Source: an optimization exercise on an open RTL-to-GDS flow (aim: small area). Production flows keep margins and buffers that such runs may drop. Only simulation tests tie the RTL to the original design; equivalence was not proved.

==> job 4726 <==
==> flow/design.v (excerpt) <==
module BPC_TOP
(
    input   wire            clk,
    input   wire            rst_n,
    input   wire  [63:0]    data_i,
    input   wire            valid_i,
    input   wire            sop_i,
    input   wire            eop_i,
    output  wire  [63:0]    data_o,
    output  wire  [10:0]    size_o,
    output  wire            d_valid,
    output  wire            s_valid
);
==> module BPC_DBX_ENC, before the edit <==
module BPC_DBX_ENC
(
    input  wire [62:0]  dbx_i,
    input  wire         dbp_flag_i,
    output wire         zeroflag_o,
    output wire [63:0]  codeword_o,
    output wire         len5_o,      
    output wire         len11_o,     
    output wire         len64_o      
);
    wire [62:0] adj = dbx_i & {1'b0, dbx_i[62:1]};    
    wire        zero = ~(|dbx_i);
    function automatic onehot63(input [62:0] v);
        integer k, l, w;
        reg [63:0] a, m;
        begin
            a = {1'b0, v};
            m = 64'd0;
            w = 64;
            for (l = 0; l < 6; l = l + 1) begin
                w = w / 2;
                for (k = 0; k < 32; k = k + 1)
                    if (k < w) begin
                        m[k] = m[2*k] | m[2*k+1] | (a[2*k] & a[2*k+1]);
                        a[k] = a[2*k] | a[2*k+1];
                    end
            end
            onehot63 = a[0] & ~m[0];
        end
    endfunction
    function automatic [5:0] enc63(input [62:0] v);
        integer k;
        reg [5:0] r;
        begin
            r = 6'd0;
            for (k = 0; k < 63; k = k + 1)
                if (v[k]) r = r | k[5:0];
            enc63 = r;
        end
    endfunction
    wire [62:0] st = dbx_i & ~{dbx_i[61:0], 1'b0};    
    wire one_run = onehot63(st);
    wire ones   = one_run & st[0] & dbx_i[62];
    wire no_adj = ~(|adj);
    wire single = one_run & no_adj;
    wire consec = one_run & ~no_adj & ~(|(adj & {1'b0, adj[62:1]}));
    wire [5:0] pos = enc63(st);
    wire raw = ~zero & ~ones & ~dbp_flag_i & ~single & ~consec;
    assign zeroflag_o = zero;
    assign len5_o  = ~zero & (ones | dbp_flag_i);
    assign len11_o = ~zero & ~ones & ~dbp_flag_i & (single | consec);
    assign len64_o = raw;
    assign codeword_o = raw ? {1'b1, dbx_i}
                      : {3'b000, len11_o, len11_o & single | len5_o & ~ones, len11_o ? pos : 6'd0, 53'd0};
endmodule
export LEC_CHECK = 0
export ABC_AREA = 1
export CAP_MARGIN = 20
export CELL_PAD_IN_SITES_DETAIL_PLACEMENT = 1
export CELL_PAD_IN_SITES_GLOBAL_PLACEMENT = 2
export CORE_MARGIN = 2
export CORE_UTILIZATION = 55
export PLACE_DENSITY = 0.7
export SLEW_MARGIN = 20
export SYNTH_HIERARCHICAL = 1
create_clock -name core_clock -period 14.0 [get_ports {clk}]
standard.sh (not shown) runs the stock make flow with config.mk's settings and CLKGATE_MAP_FILE= SYNTH_SCRIPT=/design/flow/synth_recipe.tcl, a recipe that flattens the netlist after the stock synthesis.
==> flow/flow/run.sh <==
#!/bin/bash
# The standard layout, with clock tree synthesis clustering up to 24 sinks within
# 120 um per leaf buffer and without dummy loads (the tree is not padded to balance
# load; hold and setup are still repaired by the standard flow).
set -euo pipefail
export CTS_ARGS="-sink_clustering_enable -repair_clock_nets -sink_clustering_size 24 -sink_clustering_max_diameter 120 -dont_use_dummy_load"
bash standard.sh > standard.log 2>&1
==> job 8933: changes against job 4726 <==
--- a/flow/design.v
+++ b/flow/design.v
@@ -7,12 +7,13 @@
     output wire         len5_o,      
     output wire         len11_o,     
     output wire         len64_o      
 );
     wire [62:0] adj = dbx_i & {1'b0, dbx_i[62:1]};    
     wire        zero = ~(|dbx_i);
+    wire        ones = &dbx_i;
     function automatic onehot63(input [62:0] v);
         integer k, l, w;
         reg [63:0] a, m;
         begin
             a = {1'b0, v};
             m = 64'd0;
@@ -37,16 +38,14 @@
                 if (v[k]) r = r | k[5:0];
             enc63 = r;
         end
     endfunction
     wire [62:0] st = dbx_i & ~{dbx_i[61:0], 1'b0};    
     wire one_run = onehot63(st);
-    wire ones   = one_run & st[0] & dbx_i[62];
-    wire no_adj = ~(|adj);
-    wire single = one_run & no_adj;
-    wire consec = one_run & ~no_adj & ~(|(adj & {1'b0, adj[62:1]}));
+    wire single = one_run & ~(|adj);
+    wire consec = one_run & (|adj) & ~(|(adj & {1'b0, adj[62:1]}));
     wire [5:0] pos = enc63(st);
     wire raw = ~zero & ~ones & ~dbp_flag_i & ~single & ~consec;
     assign zeroflag_o = zero;
     assign len5_o  = ~zero & (ones | dbp_flag_i);
     assign len11_o = ~zero & ~ones & ~dbp_flag_i & (single | consec);
     assign len64_o = raw;
==> flow/run.sh (new file) <==
#!/bin/bash
# synth_recipe.tcl (not shown) runs the flow's synth.tcl, then flattens the netlist and writes it again
# the make line also repeats each setting of config.mk as NAME=value (left out here)
make -C /OpenROAD-flow-scripts/flow DESIGN_CONFIG=/design/flow/config.mk WORK_HOME=/design/flow/orfs CLKGATE_MAP_FILE= SYNTH_SCRIPT=/design/flow/synth_recipe.tcl finish
CORE_UTILIZATION = 40   (was 55)
CTS_CLUSTER_DIAMETER = 120   (was not set)
CTS_CLUSTER_SIZE = 20   (was not set)
PLACE_DENSITY = not set   (was 0.7)
removed: flow/flow/run.sh
removed: flow/standard.sh
==> job 688: changes against job 4726 <==
--- a/flow/design.v
+++ b/flow/design.v
@@ -1,34 +1,27 @@
 module BPC_DBX_ENC
 (
     input  wire [62:0]  dbx_i,
     input  wire         dbp_flag_i,
     output wire         zeroflag_o,
     output wire [63:0]  codeword_o,
-    output wire         len5_o,      
-    output wire         len11_o,     
-    output wire         len64_o      
+    output wire [6:0]   size_o
 );
     wire [62:0] adj = dbx_i & {1'b0, dbx_i[62:1]};    
     wire        zero = ~(|dbx_i);
+    wire        ones = &dbx_i;
     function automatic onehot63(input [62:0] v);
-        integer k, l, w;
-        reg [63:0] a, m;
+        integer k;
+        reg any, many;
         begin
-            a = {1'b0, v};
-            m = 64'd0;
-            w = 64;
-            for (l = 0; l < 6; l = l + 1) begin
-                w = w / 2;
-                for (k = 0; k < 32; k = k + 1)
-                    if (k < w) begin
-                        m[k] = m[2*k] | m[2*k+1] | (a[2*k] & a[2*k+1]);
-                        a[k] = a[2*k] | a[2*k+1];
-                    end
+            any = 1'b0; many = 1'b0;
+            for (k = 0; k < 63; k = k + 1) begin
+                many = many | (any & v[k]);
+                any = any | v[k];
             end
-            onehot63 = a[0] & ~m[0];
+            onehot63 = any & ~many;
         end
     endfunction
     function automatic [5:0] enc63(input [62:0] v);
         integer k;
         reg [5:0] r;
         begin
@@ -37,24 +30,33 @@
                 if (v[k]) r = r | k[5:0];
             enc63 = r;
         end
     endfunction
     wire [62:0] st = dbx_i & ~{dbx_i[61:0], 1'b0};    
     wire one_run = onehot63(st);
-    wire ones   = one_run & st[0] & dbx_i[62];
-    wire no_adj = ~(|adj);
-    wire single = one_run & no_adj;
-    wire consec = one_run & ~no_adj & ~(|(adj & {1'b0, adj[62:1]}));
+    wire single = one_run & ~(|adj);
+    wire consec = one_run & (|adj) & ~(|(adj & {1'b0, adj[62:1]}));
     wire [5:0] pos = enc63(st);
-    wire raw = ~zero & ~ones & ~dbp_flag_i & ~single & ~consec;
+    reg [63:0] cw;
+    reg [6:0]  sz;
+    always @(*) begin
+        if (zero) begin
+            cw = 64'd0;              sz = 7'd0;
+        end else if (ones) begin
+            cw = 64'd0;              sz = 7'd5;
+        end else if (dbp_flag_i) begin
+            cw = {5'b00001, 59'd0};  sz = 7'd5;
+        end else if (single | consec) begin
+            cw = {4'b0001, single, pos, 53'd0}; sz = 7'd11;
+        end else begin
+            cw = {1'b1, dbx_i};      sz = 7'd64;
+        end
+    end
     assign zeroflag_o = zero;
-    assign len5_o  = ~zero & (ones | dbp_flag_i);
-    assign len11_o = ~zero & ~ones & ~dbp_flag_i & (single | consec);
-    assign len64_o = raw;
-    assign codeword_o = raw ? {1'b1, dbx_i}
-                      : {3'b000, len11_o, len11_o & single | len5_o & ~ones, len11_o ? pos : 6'd0, 53'd0};
+    assign codeword_o = cw;
+    assign size_o = sz;
 endmodule
 module BPC_COMP
 (
     input   wire            clk,
     input   wire            rst_n,
     input   wire  [63:0]    data_i,
@@ -109,79 +111,55 @@
         integer r;
         begin
             for (r = 0; r < 16; r = r + 1)
                 rot[r] = c[(r + 2) % 16];
         end
     endfunction
-    reg  [15:0] col [0:34];
-    reg  [15:0] dcol [35:62];
-    reg  [62:35] dprev;
+    reg  [15:0] col [0:62];
     reg  [15:0] base2;
+    wire        rot_en = vm2 | (act & ~last);
     always @(posedge clk) begin
         for (i = 0; i < 35; i = i + 1)
             col[i] <= vm1 ? ld(delta[i]) : rot(col[i]);
-        for (i = 35; i < 63; i = i + 1)
+        for (i = 35; i < 63; i = i + 1) begin
             if (valid_i && idx == (i + 1) / 4)
-                dcol[i] <= dw[(i + 1) % 4];
+                col[i] <= ld(dw[(i + 1) % 4]);
+            else if (rot_en)
+                col[i] <= rot(col[i]);
+        end
         if (vm1)
             base2 <= base;
     end
-    wire [7:0]  bsel = 8'd1 << b;
-    reg  [62:35] dp0, dp1;
-    integer j;
-    always @(*) begin
-        for (i = 35; i < 63; i = i + 1) begin
-            dp0[i] = 1'b0;
-            dp1[i] = 1'b0;
-            for (j = 0; j < 8; j = j + 1) begin
-                dp0[i] = dp0[i] | (bsel[j] & dcol[i][15 - 2 * j]);
-                dp1[i] = dp1[i] | (bsel[j] & dcol[i][14 - 2 * j]);
-            end
-        end
-    end
-    always @(posedge clk)
-        dprev <= dp1;
     reg  [62:0] p0, p1, pp;
     always @(*) begin
-        for (i = 0; i < 35; i = i + 1) begin
+        for (i = 0; i < 63; i = i + 1) begin
             p0[62 - i] = col[i][0];
             p1[62 - i] = col[i][1];
             pp[62 - i] = col[i][15];
         end
-        for (i = 35; i < 63; i = i + 1) begin
-            p0[62 - i] = dp0[i];
-            p1[62 - i] = dp1[i];
-            pp[62 - i] = dprev[i];
-        end
     end
     wire        z1, z2;
     wire [63:0] c1, c2;
-    wire        k5a, k11a, k64a, k5b, k11b, k64b;
+    wire [6:0]  s1, s2;
     BPC_DBX_ENC DE0 (.dbx_i(p0 ^ (pp & {63{b != 3'd0}})), .dbp_flag_i(~(|p0)),
-                     .zeroflag_o(z1), .codeword_o(c1),
-                     .len5_o(k5a), .len11_o(k11a), .len64_o(k64a));
+                     .zeroflag_o(z1), .codeword_o(c1), .size_o(s1));
     BPC_DBX_ENC DE1 (.dbx_i(p0 ^ p1), .dbp_flag_i(~(|p1)),
-                     .zeroflag_o(z2), .codeword_o(c2),
-                     .len5_o(k5b), .len11_o(k11b), .len64_o(k64b));
-    wire [6:0]  s1 = {k64a, 2'b00, k11a, k5a, k11a, k5a | k11a};
-    wire [6:0]  s2 = {k64b, 2'b00, k11b, k5b, k11b, k5b | k11b};
+                     .zeroflag_o(z2), .codeword_o(c2), .size_o(s2));
     wire [4:0]  nrun = len + {4'd0, z1} + {4'd0, z1 & z2};
     wire        tail = ~z1 & z2 & last;            
     wire        cval = act & (~(z1 & z2) | last);
     wire [3:0]  nm2  = nrun[3:0] - 4'd2;
     wire [63:0]  c2t = c2 | {tail, 63'd0} >> 2;     
     reg  [127:0] x;
     always @(*) begin
-        if (k64a)
-            x = {c1, c2t};
-        else if (k11a)
-            x = {c1, 64'd0} | ({c2t, 64'd0} >> 11);
-        else if (k5a)
-            x = {c1, 64'd0} | ({c2t, 64'd0} >> 5);
-        else
-            x = {c2t, 64'd0};
+        case (s1)
+            7'd5:    x = {c1, 64'd0} | ({c2t, 64'd0} >> 5);
+            7'd11:   x = {c1, 64'd0} | ({c2t, 64'd0} >> 11);
+            7'd64:   x = {c1, c2t};
+            default: x = {c2t, 64'd0};
+        endcase
         if (nrun == 5'd0) begin
             data_o = {6'd0, x};            rlen_o = 3'd0;
         end else if (nrun == 5'd1) begin
             data_o = {3'd0, 3'b001, x};    rlen_o = 3'd3;
         end else begin
             data_o = {2'b01, nm2, x};      rlen_o = 3'd6;
@@ -237,16 +215,25 @@
     reg         dv, dv_n, sv, sv_n;
     reg         flush, flush_n;
     reg [3:0]   send_cnt, send_cnt_n;
     reg         clr;
     wire [447:40] cb   = (dv | (buf_size == 9'd0)) ? {sbuf[383:40], 64'd0} : sbuf;
     wire [8:0]   amt   = buf_size + (first_i ? 9'd18 : 9'd0) + {6'd0, rlen_i};
-    wire [196:0] fr = {data_i, 63'd0} >> amt[5:0];
+    reg  [138:0] fa;
+    reg  [149:0] fb;
+    reg  [196:0] fr;
     reg  [453:0] field;
     integer k;
     always @(*) begin
+        fa = 139'd0;
+        for (k = 0; k < 4; k = k + 1)
+            fa = fa | (({data_i, 5'd0} >> k) & {139{amt[1:0] == k}});
+        fb = 150'd0;
+        for (k = 0; k < 4; k = k + 1)
+            fb = fb | (({fa, 11'd0} >> (4 * k)) & {150{amt[3:2] == k}});
+        fr = {fb, 47'd0} >> {amt[5:4], 4'd0};
         field = 454'd0;
         for (k = 0; k < 5; k = k + 1)
             field = field | (({fr, 257'd0} >> (64 * k)) & {454{amt[8:6] == k}});
     end
     wire [10:0]  total = sv ? 11'd0 : total_r;
     always @(*) begin
==> flow/flow/run.sh (replaced) <==
#!/bin/bash
# The standard layout, with clock tree synthesis clustering up to 24 sinks within
# 90 um per leaf buffer and without dummy loads (the tree is not padded to balance
# load; hold and setup are still repaired by the standard flow).
set -euo pipefail
export CTS_ARGS="-sink_clustering_enable -repair_clock_nets -sink_clustering_size 24 -sink_clustering_max_diameter 90 -dont_use_dummy_load"
bash standard.sh > standard.log 2>&1
CORE_UTILIZATION = 40   (was 55)
PLACE_DENSITY = not set   (was 0.7)
SYNTH_HIERARCHICAL = not set   (was 1)
==> impl_metrics.env <==
export IMPL_r2r_end="BEBUF.buf_size[6]"
export IMPL_synthCells=11800
export IMPL_regArea_um2=51700
export IMPL_place_inst=14800
export IMPL_fill_cells=29200
export IMPL_clkTransAtPathRegs_ps=90
export IMPL_syn_avg_cell_area_um2=8.60
export IMPL_wl_met1_um=182000
export IMPL_status="complete, no violations"
export IMPL_multi_input_area_share_pct=40.4
export IMPL_max_freq_mhz=90.0
export IMPL_ff2ff_setup_slack_ps=2880
export IMPL_gp_congestion=0.974
-- figures above: job 688

==> impl_metrics.env <==
export IMPL_max_freq_mhz=82.0
export IMPL_clkTransAtPathRegs_ps=100
export IMPL_r2r_end="BEBUF.buf_size[6]"
export IMPL_synthAdderAreaFrac_pct=1.78
export IMPL_regArea_um2=52300
export IMPL_wl_met1_um=146000
export IMPL_place_inst=12800
export IMPL_ff2ff_setup_slack_ps=1800
export IMPL_status="complete, no violations"
export IMPL_fill_cells=19900
export IMPL_multi_input_area_share_pct=38.8
export IMPL_syn_avg_cell_area_um2=9.15
export IMPL_buffers=307
export IMPL_gp_congestion=1.09
export IMPL_synthCells=10700
-- figures above: job 4726

==> impl_metrics.env <==
export IMPL_max_freq_mhz=84.7
export IMPL_status="complete, no violations"
export IMPL_regArea_um2=52300
export IMPL_multi_input_area_share_pct=37.8
export IMPL_synthCells=10900
export IMPL_gp_congestion=0.958
export IMPL_r2r_end="BEBUF.buf_size[1]"
export IMPL_fill_cells=28000
export IMPL_ff2ff_setup_slack_ps=2200
export IMPL_clkTransAtPathRegs_ps=100
export IMPL_wl_met1_um=173000
export IMPL_syn_avg_cell_area_um2=9.04
export IMPL_vias_per_cell=5.61
-- figures above: job 8933

-- re-timing with driven ports --
How much do the figures lean on ideal ports? The routed layouts below were timed once more, with nothing changed but the port constraints.
Step 1, drivers: a clkbuf_16 drives clk and a buf_2 each remaining input, both assumed.
Step 2 adds t to the input delays and takes it off the output delays; t is the mean of the earliest and latest rising clock arrival at the registers after step 1. Input paths then give back, and output paths get back, about the clock's delay inside the block.
a / b / c = ideal ports / drivers / drivers and shift; a / b = the first two.
run	t, ns	setup slack, ns	hold WS [ns]
job 4726	0.897	1.800 / 1.800 / 1.800	0.441 / 0.441 / 0.441
job 8933	0.909	2.199 / 2.199 / 2.199	0.415 / 0.415 / 0.415
job 688	0.900	2.883 / 2.883 / 2.883	0.364 / 0.364 / 0.364
After both steps setup and hold are still met in every run listed.
